Background: an optimization exercise with open tools, aiming at small area, a short achievable clock period and few clock cycles per item. Do not read the settings as production practice.
In this exercise RTL edits were held to simulation tests only and were not proved equivalent to the original.

== run 1 ==
==> flow/design.v <==
module SQRT(
	CLK, RST,
	START,
	DATA_IN,
	DATA_OUT,
	DONE
);
input			CLK, RST;
input			START;
input [15:0]	DATA_IN;
output [15:0]	DATA_OUT;
output			DONE;
reg			done_r;		 
reg [2:0]	iter;		 
reg			first;		 
reg [1:0]	nib;		 
reg [15:0]	X;			 
reg [15:0]	G;			 
reg [11:0]	A;			 
reg [7:0]	R;			 
function [8:0] DSTEP;
	input [7:0] r;
	input       b;
	input [7:0] d;
	reg   [7:0] t, g, p, gn, pn;
	reg         q;
	integer     i, k;
	begin
		t = {r[6:0], b};
		for (i = 0; i < 8; i = i + 1) begin
			g[i] = ~t[i] & d[i];
			p[i] = ~(t[i] ^ d[i]);
		end
		for (k = 1; k < 8; k = k * 2) begin
			gn = g; pn = p;
			for (i = k; i < 8; i = i + 1) begin
				gn[i] = g[i] | (p[i] & g[i-k]);
				pn[i] = p[i] & p[i-k];
			end
			g = gn; p = pn;
		end
		q = r[7] | ~g[7];
		DSTEP[8] = q;
		DSTEP[0] = q ? (t[0] ^ d[0]) : t[0];
		for (i = 1; i < 8; i = i + 1)
			DSTEP[i] = q ? (t[i] ^ d[i] ^ g[i-1]) : t[i];
	end
endfunction
wire [7:0]	gi    = G[15:8];
wire		last  = (nib == 2'd3);
reg [3:0]	xb;
always @(*) begin
	case (nib)
	2'd0: xb = X[15:12];
	2'd1: xb = X[11:8];
	2'd2: xb = X[7:4];
	default: xb = X[3:0];
	endcase
end
wire [7:0]	r0 = first ? (nib[0] ? {4'b0000, X[15:12]} : 8'd0) : R;
wire [8:0]	s3 = DSTEP(r0,       xb[3], gi);
wire [8:0]	s2 = DSTEP(s3[7:0],  xb[2], gi);
wire [8:0]	s1 = DSTEP(s2[7:0],  xb[1], gi);
wire [8:0]	s0 = DSTEP(s1[7:0],  xb[0], gi);
wire [3:0]	qn = {s3[8], s2[8], s1[8], s0[8]};
reg [3:0]	gb;
always @(*) begin
	case (nib)
	2'd0: gb = G[15:12];
	2'd1: gb = G[11:8];
	2'd2: gb = G[7:4];
	default: gb = G[3:0];
	endcase
end
wire [11:0]	ain = first ? {8'd0, nib[0] ? G[15:12] : 4'd0} : A;
wire [11:0]	hi0 = ain;
wire [11:0]	hi1 = ain + 12'd1;
wire [4:0]	lo  = {1'b0, gb} + {1'b0, qn};
wire [15:0]	sum = {lo[4] ? hi1 : hi0, lo[3:0]};
function SKIPS;
	input [11:0] h;		 
	input [3:0]  xt;	 
	begin
		SKIPS = (|h[11:9]) | (xt < h[8:5]);
	end
endfunction
wire		sk0 = SKIPS(hi0, X[15:12]);
wire		sk1 = SKIPS(hi1, X[15:12]);
wire		skn = lo[4] ? sk1 : sk0;
wire [15:0]	ea  = {DATA_IN[15:4], 4'b0000};
wire [15:0]	eb  = ~{3'b000, DATA_IN[15:4], 1'b0};
wire [15:0]	ek  = 16'h0038;
wire [15:0]	ex  = ea ^ eb ^ ek;
wire [15:0]	ec  = (ea & eb) | (ek & (ea ^ eb));
wire [15:0]	g0  = ex + {ec[14:0], 1'b1};
wire		take = done_r & START;
wire		sk_in = |DATA_IN[15:8] | (&DATA_IN[7:4]);
always @(posedge CLK or posedge RST) begin
	if (RST)
		done_r <= 1'b1;
	else if (done_r)
		done_r <= ~START;
	else if (last && iter == 3'd4)
		done_r <= 1'b1;
end
always @(posedge CLK) begin
	R   <= s0[7:0];
	A   <= sum[11:0];
end
always @(posedge CLK) begin
	if (take) begin
		X     <= DATA_IN;
		G     <= g0;
		iter  <= 3'd0;
		first <= 1'b1;
		nib   <= {1'b0, sk_in};
	end else if (!done_r) begin
		if (last) begin
			G     <= {1'b0, sum[15:1]};
			iter  <= iter + 3'd1;
			first <= 1'b1;
			nib   <= {1'b0, skn};
		end else begin
			first <= 1'b0;
			nib   <= nib + 2'd1;
		end
	end
end
assign DONE     = done_r;
assign DATA_OUT = G;
endmodule
==> flow/config.mk <==
export PLATFORM = sky130hd
export DESIGN_NAME = SQRT
export DESIGN_NICKNAME = SQRT
export VERILOG_FILES = /design/flow/design.v
export SDC_FILE = /design/flow/constraint.sdc
export NUM_CORES = 4
export LEC_CHECK = 0
export ABC_AREA = 0
export CAP_MARGIN = 20
export CORE_MARGIN = 2
export CORE_UTILIZATION = 40
export CTS_BUF_LIST = sky130_fd_sc_hd__clkbuf_4 sky130_fd_sc_hd__clkbuf_8
export CTS_CLUSTER_SIZE = 30
export SLEW_MARGIN = 20
==> flow/constraint.sdc <==
create_clock -name core_clock -period 34.0 [get_ports {CLK}]
set_input_delay 6.8000 -clock core_clock [delete_from_list [all_inputs] [get_ports {CLK}]]
set_output_delay 6.8000 -clock core_clock [all_outputs]
set_load 0.01 [all_outputs]
standard.sh (not shown) runs the stock make flow with config.mk's settings and CLKGATE_MAP_FILE= SYNTH_SCRIPT=/design/flow/synth_recipe.tcl, a recipe that flattens the netlist after the stock synthesis.
==> flow/flow/run.sh <==
#!/bin/bash
set -euo pipefail
bash standard.sh SETUP_SLACK_MARGIN=25 "BUFFER_PORTS_ARGS=-buffer_cell sky130_fd_sc_hd__buf_2" finish > make_finish.log 2>&1
Run 1 was carried through to the last stage, and its layout satisfied the timing, DRC and antenna checks.
Testbench counts of run 1, summed over its fixed seeds: cycles 32,821, items 2,048.
#### Input delta (run 2 over run 1)
# run 1
export LEC_CHECK = 0
export ABC_AREA = 0
export CAP_MARGIN = 20
export CORE_MARGIN = 2
export CORE_UTILIZATION = 40
export CTS_BUF_LIST = sky130_fd_sc_hd__clkbuf_4 sky130_fd_sc_hd__clkbuf_8
export CTS_CLUSTER_SIZE = 30
export SLEW_MARGIN = 20
create_clock -name core_clock -period 34.0 [get_ports {CLK}]
# run 2
export LEC_CHECK = 0
export ABC_AREA = 1
export CAP_MARGIN = 20
export CORE_MARGIN = 2
export CORE_UTILIZATION = 40
export CTS_BUF_LIST = sky130_fd_sc_hd__clkbuf_4 sky130_fd_sc_hd__clkbuf_8
export CTS_CLUSTER_SIZE = 30
export SLEW_MARGIN = 20
create_clock -name core_clock -period 34.0 [get_ports {CLK}]
Findings:
- Of the two candidates, run 1 has the worse setup slack and run 2 the better one.
- The aggregate routed wire length of run 2 was superior to that of run 1.
- Compared with run 1, run 2 shows wire length per cell that has gone down by more than 10%.
Edits applied to the flow inputs when going from run 2 to run 3:
# run 2
export LEC_CHECK = 0
export ABC_AREA = 1
export CAP_MARGIN = 20
export CORE_MARGIN = 2
export CORE_UTILIZATION = 40
export CTS_BUF_LIST = sky130_fd_sc_hd__clkbuf_4 sky130_fd_sc_hd__clkbuf_8
export CTS_CLUSTER_SIZE = 30
export SLEW_MARGIN = 20
create_clock -name core_clock -period 34.0 [get_ports {CLK}]
# run 3
export LEC_CHECK = 0
export ABC_AREA = 1
export CAP_MARGIN = 20
export CORE_MARGIN = 2
export CORE_UTILIZATION = 40
export SLEW_MARGIN = 20
create_clock -name core_clock -period 34.0 [get_ports {CLK}]
Findings:
- [compare] base=run 2 new=run 3: global-route usage now larger; die extent in x did not really move; adder-cell share of the synthesized area comparable.
- Comparing run 3 against run 2, there is no change at all in share of synthesized area occupied by flip-flops and latches.
- Setup WNS run 2 -> run 3: worse
- Core utilization: run 3 higher than run 2
For run 4, these inputs were changed with respect to run 3:
==> flow/flow/run.sh <==
#!/bin/bash
set -euo pipefail
bash standard.sh SETUP_SLACK_MARGIN=25.5 "BUFFER_PORTS_ARGS=-buffer_cell sky130_fd_sc_hd__buf_2" finish > make_finish.log 2>&1
==> comparison <==
Comparing run 4 against run 3, there is no change at all in final routed DRC violation total.
Run 4 vs run 3 — fraction of the cycle the final worst path needs dropped 0.88 points.
Cmp run 4 and run 3 / clock buffer count / lower: run 4
Largest clock skew in the final design: run 4 vs run 3 — no meaningful difference
The run showing the smaller number of ordinary and repair buffers in the finished layout is run 3.
Re routed wirelength normalized by instance count: run 3 was lower than run 4.
Of run 4 and run 3, the lower shortest clock period the worst path allows after layout belongs to run 4.
Side by side, buffering stage count on the worst path with inverters included turned out lower in run 4 than in run 3.
Per the comparison of run 4 with run 3, detail-routed via count per cell climbed about 2.7%; peak clock frequency supported by timing climbed about 3.6%.
The inputs of run 5 differ from those of run 4 as listed below.
==> flow/flow/run.sh <==
#!/bin/bash
# Standard layout, with repair_timing aiming for 25 ns of setup slack
# (the clock period and constraints are the design's own).
set -euo pipefail
bash standard.sh SETUP_SLACK_MARGIN=25 finish > make_finish.log 2>&1
--- outcome ---
Compare run 5 and run 4 | design area lower: run 5. On via count, the lower figure sits with run 5, not run 4. | critical path depth | run 5 vs run 4 | 1 higher |. Run 4 -> run 5: post-route met1 wirelength decreased slightly. Going from run 4 to run 5, the proportion of final cell area spent on non-clock buffers was found to have gone up by 0.95 points.
Edits applied to the flow inputs when going from run 5 to run 6:
# run 5
export LEC_CHECK = 0
export ABC_AREA = 1
export CAP_MARGIN = 20
export CORE_MARGIN = 2
export CORE_UTILIZATION = 40
export SLEW_MARGIN = 20
create_clock -name core_clock -period 34.0 [get_ports {CLK}]
# run 6
export LEC_CHECK = 0
export ABC_AREA = 1
export CAP_MARGIN = 20
export CORE_MARGIN = 2
export CORE_UTILIZATION = 40
export CTS_BUF_LIST = sky130_fd_sc_hd__clkbuf_4 sky130_fd_sc_hd__clkbuf_8
export CTS_CLUSTER_SIZE = 30
export SLEW_MARGIN = 20
create_clock -name core_clock -period 34.0 [get_ports {CLK}]
==> flow/flow/run.sh <==
#!/bin/bash
set -euo pipefail
bash standard.sh SETUP_SLACK_MARGIN=24.5 "BUFFER_PORTS_ARGS=-buffer_cell sky130_fd_sc_hd__buf_2" finish > make_finish.log 2>&1
[summary]
In summary, run 6 completed successfully, with a layout that passed the timing, DRC and antenna checks. Of the two values seen for slowest cell on the critical path, o21ai_0 was produced by run 6 and clkdlybuf4s50_1 by run 5. Delta (run 6 minus run 5): share of the final layout cell area in sequential cells rose by 1.9 points, slew at the pin closest to its max-slew limit shows an increase of 0.093 ns, core utilization now smaller, wire length shrank by 860 microns.

## port drivers added, routing unchanged
How much do the figures lean on ideal ports? The routed layouts below were timed once more, with nothing changed but the port constraints. Step 1 (the two cells are an assumption about what drives the block):
set clk [get_ports {CLK}]
set_driving_cell -lib_cell sky130_fd_sc_hd__clkbuf_16 $clk
set_driving_cell -lib_cell sky130_fd_sc_hd__buf_2 [delete_from_list [all_inputs] $clk]
Step 2 adds t to the input delays and takes it off the output delays; t is the mean of the earliest and latest rising clock arrival at the registers after step 1. Input paths then give back, and output paths get back, about the clock's delay inside the block. Slacks: no drivers / after step 1 / after step 2; pairs: no drivers / after step 1.
run | t (ns) | setup WS [ns] | worst register clock-pin slew, ns | cell pins on the clock port's net
run 1 | 0.371 | 24.642 / 24.642 / 24.628 | 0.07 / 0.07 | 1
run 2 | 0.372 | 25.292 / 25.298 / 24.925 | 0.08 / 0.08 | 1
run 3 | 0.363 | 25.282 / 25.294 / 24.931 | 0.06 / 0.06 | 1
run 4 | 0.368 | 25.582 / 25.601 / 25.233 | 0.06 / 0.06 | 1
run 5 | 0.363 | 25.184 / 25.196 / 24.833 | 0.06 / 0.06 | 1
run 6 | 0.369 | 25.158 / 25.164 / 24.795 | 0.08 / 0.08 | 1
After both steps setup and hold are still met in every run listed. The setup slack of run 2, which loses most, moves by +0.006 ns with the drivers and by -0.367 ns with both steps.
